Source: an optimization exercise on an open RTL-to-GDS flow (aim: small area, a short achievable clock period and few clock cycles). Production flows keep margins and buffers that such runs may drop. Only simulation tests tie the RTL to the original design; equivalence was not proved. Power figures rest on the tool's default switching activity, not on a simulated workload.

// Top_convolution
module Top_convolution(
	input clk,
	input rst,
	input start,
	input en,
	input [12:0] addr,
	output [20:0] out,
	output [20:0] max_pl,
	output reg done,
	output pat_en,
	output [9:0] pat_addr,
	input [7:0] pat_dout,
	output img_en,
	output [17:0] img_addr,
	input [7:0] img_dout,
	output reg pc_en,
	output reg pc_we,
	output [9:0] pc_addr,
	output [10:0] pc_din,
	input [10:0] pc_dout,
	output reg ic_en,
	output reg ic_we,
	output [17:0] ic_addr,
	output [10:0] ic_din,
	input [10:0] ic_dout,
	output pl_en,
	output pl_we,
	output [12:0] pl_addr,
	output [20:0] pl_din,
	input [20:0] pl_dout
    );
clock: 11.0 ns
lec_check: 0
cap_margin: 20
core_margin: 2
core_utilization: 60
cts_buf_list: sky130_fd_sc_hd__clkbuf_8
cts_cluster_size: 30
slew_margin: 20
synth_hierarchical: 1
synth_minimum_keep_size: 0
standard.sh (not shown) runs the stock make flow with config.mk's settings and CLKGATE_MAP_FILE= SYNTH_SCRIPT=/design/flow/synth_recipe.tcl, a recipe that flattens the netlist after the stock synthesis.
==> flow/flow/run.sh <==
#!/bin/bash
# The standard layout (standard.sh), with the port buffers made from
# buf_2 cells, and clock tree synthesis without dummy loads.
export BUFFER_PORTS_ARGS="-buffer_cell sky130_fd_sc_hd__buf_2"
export CTS_ARGS="-sink_clustering_enable -repair_clock_nets -dont_use_dummy_load -sink_clustering_size 20 -sink_clustering_max_diameter 100 -buf_list sky130_fd_sc_hd__clkbuf_16"
bash standard.sh > standard.log 2>&1
The starting point finished with timing, DRC and antenna clean.
Testbench counts at the start, summed over its fixed seeds: cycles 257,472.
Then changed:
--- a/flow/flow/run.sh
+++ b/flow/flow/run.sh
@@ -5 +5 @@
-export CTS_ARGS="-sink_clustering_enable -repair_clock_nets -dont_use_dummy_load -sink_clustering_size 20 -sink_clustering_max_diameter 100 -buf_list sky130_fd_sc_hd__clkbuf_16"
+export CTS_ARGS="-sink_clustering_enable -repair_clock_nets -dont_use_dummy_load -sink_clustering_size 24 -sink_clustering_max_diameter 110 -buf_list sky130_fd_sc_hd__clkbuf_16"
Result:
- worst setup slack is about the same
- global-route usage barely changes
- non-clock buffer count stays the same
- first-iteration DRC count went up by about a fifth
- die area is unchanged
- utilization went down by 0.27 points
- via count is about the same
- hold slack gains 0.0068 ns


Another version of the RTL of Top_convolution (not shown whole).
Size in the first run: ~3600 cells after synthesis, ~690 flip-flops, ~240 I/O pins, ~40000 sq um of cells after synthesis.
Settings: LEC_CHECK=0, CAP_MARGIN=20, CORE_MARGIN=2, CORE_UTILIZATION=72, SLEW_MARGIN=20, SYNTH_HIERARCHICAL=1, SYNTH_MINIMUM_KEEP_SIZE=0; clock period 11.0 ns.
==> flow/flow/run.sh <==
#!/bin/bash
# The standard layout (standard.sh), with the port buffers made from
# buf_2 cells, and clock tree synthesis without dummy loads.
export BUFFER_PORTS_ARGS="-buffer_cell sky130_fd_sc_hd__buf_2"
export CTS_ARGS="-sink_clustering_enable -repair_clock_nets -dont_use_dummy_load -sink_clustering_size 30 -buf_list sky130_fd_sc_hd__clkbuf_8"
bash standard.sh > standard.log 2>&1
Testbench counts at the start, summed over its fixed seeds: cycles 261,792.
Next try:
--- a/flow/config.mk
+++ b/flow/config.mk
@@ -8,5 +8,7 @@
 export CAP_MARGIN = 20
 export CORE_MARGIN = 2
-export CORE_UTILIZATION = 72
+export CORE_UTILIZATION = 60
+export CTS_BUF_LIST = sky130_fd_sc_hd__clkbuf_8
+export CTS_CLUSTER_SIZE = 30
 export SLEW_MARGIN = 20
 export SYNTH_HIERARCHICAL = 1
The new run produced a clean layout.
Clock-buffer cell count goes up by 4.
Routed wire length went up slightly.
First-iteration DRC count drops by a few percent.
Die area rose by about a fifth.
Clock power rises by a few percent.
Maximum frequency rises slightly.
Global-route usage is lower by 5.6 points.
Area after synthesis stays the same.
Non-clock buffer count increases by 1.
Hold slack is worse by 0.0063 ns.
Power stays flat.


## run A
Top_convolution, a different RTL version from the one above (not shown whole).
For scale: about 3,500 cells after synthesis, roughly 670 flip-flops, about 240 I/O pins, about 0.038 mm² of cells after synthesis.
clock: 11.0 ns
lec_check: 0
cap_margin: 20
core_margin: 2
core_utilization: 40
slew_margin: 20
==> flow/flow/run.sh <==
#!/bin/bash
# Standard layout, with the port buffers made from buf_2 cells.
cp standard.sh standard_sh_copy.log
cp config.mk config_mk_copy.log
export BUFFER_PORTS_ARGS="-buffer_cell sky130_fd_sc_hd__buf_2"
bash standard.sh > standard.log 2>&1
In summary, run A completed successfully, with a layout that passed the timing, DRC and antenna checks.
Testbench counts of run A, summed over its fixed seeds: cycles 298,584.
For run B, these inputs were changed with respect to run A:
- changing CORE_UTILIZATION from 40 to 70
==> flow/run.sh (new file) <==
#!/bin/bash
# synth_recipe.tcl (not shown) runs the flow's synth.tcl, then flattens the netlist and writes it again
# the make line also repeats each setting of config.mk as NAME=value (left out here)
make -C /OpenROAD-flow-scripts/flow DESIGN_CONFIG=/design/flow/config.mk WORK_HOME=/design/flow/orfs CLKGATE_MAP_FILE= SYNTH_SCRIPT=/design/flow/synth_recipe.tcl finish
removed: flow/flow/run.sh
removed: flow/standard.sh
### Flow results
~same net switching component of the power in run B and run A. The via density per instance number comes out lower for run A vs run B. The minimum hold slack of run A and that of run B are within noise of each other. Against run A as the reference, run B delivers a higher total power. Summary of run B over run A: multi-input gate area in the final layout neither gained nor lost much; via count of the first global-routing pass picked up an extra 5.9%; met2 track demand over resource picked up an extra 22 points; part of the power in registers neither gained nor lost much.


indigo:
Another version of the RTL of Top_convolution (not shown whole).
For scale: ~690 flip-flops, ~240 I/O pins, roughly 39000 um^2 of cells after synthesis.
==> flow/config.mk <==
export PLATFORM = sky130hd
export DESIGN_NAME = Top_convolution
export DESIGN_NICKNAME = Top_convolution
export VERILOG_FILES = /design/flow/design.v
export SDC_FILE = /design/flow/constraint.sdc
export NUM_CORES = 4
export LEC_CHECK = 0
export CAP_MARGIN = 20
export CORE_MARGIN = 2
export CORE_UTILIZATION = 60
export CTS_BUF_LIST = sky130_fd_sc_hd__clkbuf_8
export CTS_CLUSTER_SIZE = 30
export SLEW_MARGIN = 20
export SYNTH_HIERARCHICAL = 1
export SYNTH_MINIMUM_KEEP_SIZE = 0
==> flow/constraint.sdc <==
create_clock -name core_clock -period 11.0 [get_ports {clk}]
set_input_delay 2.2000 -clock core_clock [delete_from_list [all_inputs] [get_ports {clk}]]
set_output_delay 2.2000 -clock core_clock [all_outputs]
set_load 0.01 [all_outputs]
==> flow/flow/run.sh <==
#!/bin/bash
# The standard layout (standard.sh), with the port buffers made from
# buf_2 cells, and clock tree synthesis without dummy loads.
export BUFFER_PORTS_ARGS="-buffer_cell sky130_fd_sc_hd__buf_2"
export CTS_ARGS="-sink_clustering_enable -repair_clock_nets -dont_use_dummy_load -sink_clustering_size 30 -buf_list sky130_fd_sc_hd__clkbuf_8"
bash standard.sh > standard.log 2>&1
Testbench counts of indigo, summed over its fixed seeds: cycles 261,792.
Input changes introduced in juniper (baseline for comparison: indigo):
==> flow/flow/run.sh <==
#!/bin/bash
# The standard layout (standard.sh), with the port buffers made from
# buf_2 cells, and clock tree synthesis without dummy loads.
export BUFFER_PORTS_ARGS="-buffer_cell sky130_fd_sc_hd__buf_2"
export CTS_ARGS="-sink_clustering_enable -repair_clock_nets -dont_use_dummy_load -sink_clustering_size 20 -sink_clustering_max_diameter 100 -buf_list sky130_fd_sc_hd__clkbuf_16"
bash standard.sh > standard.log 2>&1
Notes after the runs:
Power delta for juniper relative to indigo: 4.8% lower
Between indigo and juniper, the difference in final setup slack of the worst path is negligible.
Diff indigo -> juniper: mean routed wirelength per cell moved up; maximum level of the CTS H-tree decreased 1.
juniper gives less global-route wire length before repair than indigo did.
juniper -> indigo: post-route minimum period flat
Edits applied to the flow inputs when going from juniper to pepper:
==> flow/flow/run.sh <==
#!/bin/bash
# The standard layout (standard.sh), with the port buffers made from
# buf_2 cells, and clock tree synthesis without dummy loads.
export BUFFER_PORTS_ARGS="-buffer_cell sky130_fd_sc_hd__buf_2"
export CTS_ARGS="-sink_clustering_enable -repair_clock_nets -dont_use_dummy_load -sink_clustering_size 28 -sink_clustering_max_diameter 120 -buf_list sky130_fd_sc_hd__clkbuf_16"
bash standard.sh > standard.log 2>&1
==> summary.txt <==
- Compared pepper against juniper; maximum operating frequency within noise.
- Summary of pepper over juniper: combinational share of power now larger, wire length reported by the detailed router now smaller.


v6:
Top_convolution, a different RTL version from the one above (not shown whole).
For scale: roughly 3500 cells after synthesis, about 670 flip-flops, about 37000 µm² of cells after synthesis.
Settings: LEC_CHECK=0, CAP_MARGIN=20, CORE_MARGIN=2, CORE_UTILIZATION=60, CTS_BUF_LIST=sky130_fd_sc_hd__clkbuf_8, CTS_CLUSTER_SIZE=30, SLEW_MARGIN=20; clock period 11.0 ns.
==> flow/flow/run.sh <==
#!/bin/bash
# The standard layout (standard.sh), with the port buffers made from
# buf_2 cells instead of the buffer cell buffer_ports picks by default.
export BUFFER_PORTS_ARGS="-buffer_cell sky130_fd_sc_hd__buf_2"
bash standard.sh > standard.log 2>&1
Testbench counts of v6, summed over its fixed seeds: cycles 298,584.
Input changes introduced in v7 (baseline for comparison: v6):
diff --git a/flow/flow/run.sh b/flow/flow/run.sh
--- a/flow/flow/run.sh
+++ b/flow/flow/run.sh
@@ -3 +3 @@
-# buf_2 cells instead of the buffer cell buffer_ports picks by default.
+# buf_2 cells, and clock tree synthesis without dummy loads.
@@ -4,0 +5 @@
+export CTS_ARGS="-sink_clustering_enable -repair_clock_nets -dont_use_dummy_load -sink_clustering_size 30 -buf_list sky130_fd_sc_hd__clkbuf_8"
Results
v7 vs v6 — peak ir drop on the vdd network climbed by a few percent
[diff] global-route wire length before repair, v7 relative to v6: improvement
Core utilization: v7 lower than v6
v7 vs v6 — total detailed-routing wirelength dropped 0.78%.
v6 → v7: number of vias after detailed routing lower, number of standard cells in the layout, taps in and fillers out lower, leakage power lower, total power of the final layout lower, via count normalized by instance count higher.

-- afterwards: timing with drivers on the ports --
Ports are ideal in the flow. The routed layouts listed here were re-timed in OpenROAD. Step 1, drivers: a clkbuf_16 drives clk and a buf_2 each remaining input, both assumed. Step 2, shift: input delay + t, output delay - t, t = (earliest + latest rising clock arrival at the registers) / 2. This alone moves slack from input paths to output paths. Slacks: no drivers / after step 1 / after step 2; pairs: no drivers / after step 1.
| run | shift t [ns] | setup slack, ns | clock arrival spread, ns |
|---|---|---|---|
| the first run of note 1 | 0.625 | 6.099 / 6.076 / 6.076 | 0.081 / 0.081 |
| the second run of note 1 | 0.639 | 6.099 / 6.077 / 6.077 | 0.043 / 0.044 |
| the first run of note 2 | 0.739 | 6.080 / 6.057 / 6.057 | 0.075 / 0.074 |
| the second run of note 2 | 0.749 | 6.116 / 6.091 / 6.091 | 0.075 / 0.076 |
| run A | 0.707 | 6.109 / 6.090 / 6.090 | 0.046 / 0.046 |
| run B | 0.673 | 5.423 / 5.399 / 5.399 | 0.024 / 0.024 |
| indigo | 0.751 | 6.102 / 6.080 / 6.080 | 0.062 / 0.062 |
| juniper | 0.639 | 6.104 / 6.082 / 6.082 | 0.064 / 0.064 |
| pepper | 0.681 | 6.102 / 6.080 / 6.080 | 0.051 / 0.051 |
| v6 | 0.766 | 6.104 / 6.084 / 6.084 | 0.039 / 0.039 |
| v7 | 0.727 | 6.102 / 6.082 / 6.082 | 0.088 / 0.088 |
After both steps setup and hold are still met in every run listed. The setup slack of the second run of note 2, which loses most, moves by -0.025 ns with the drivers and by -0.025 ns with both steps.
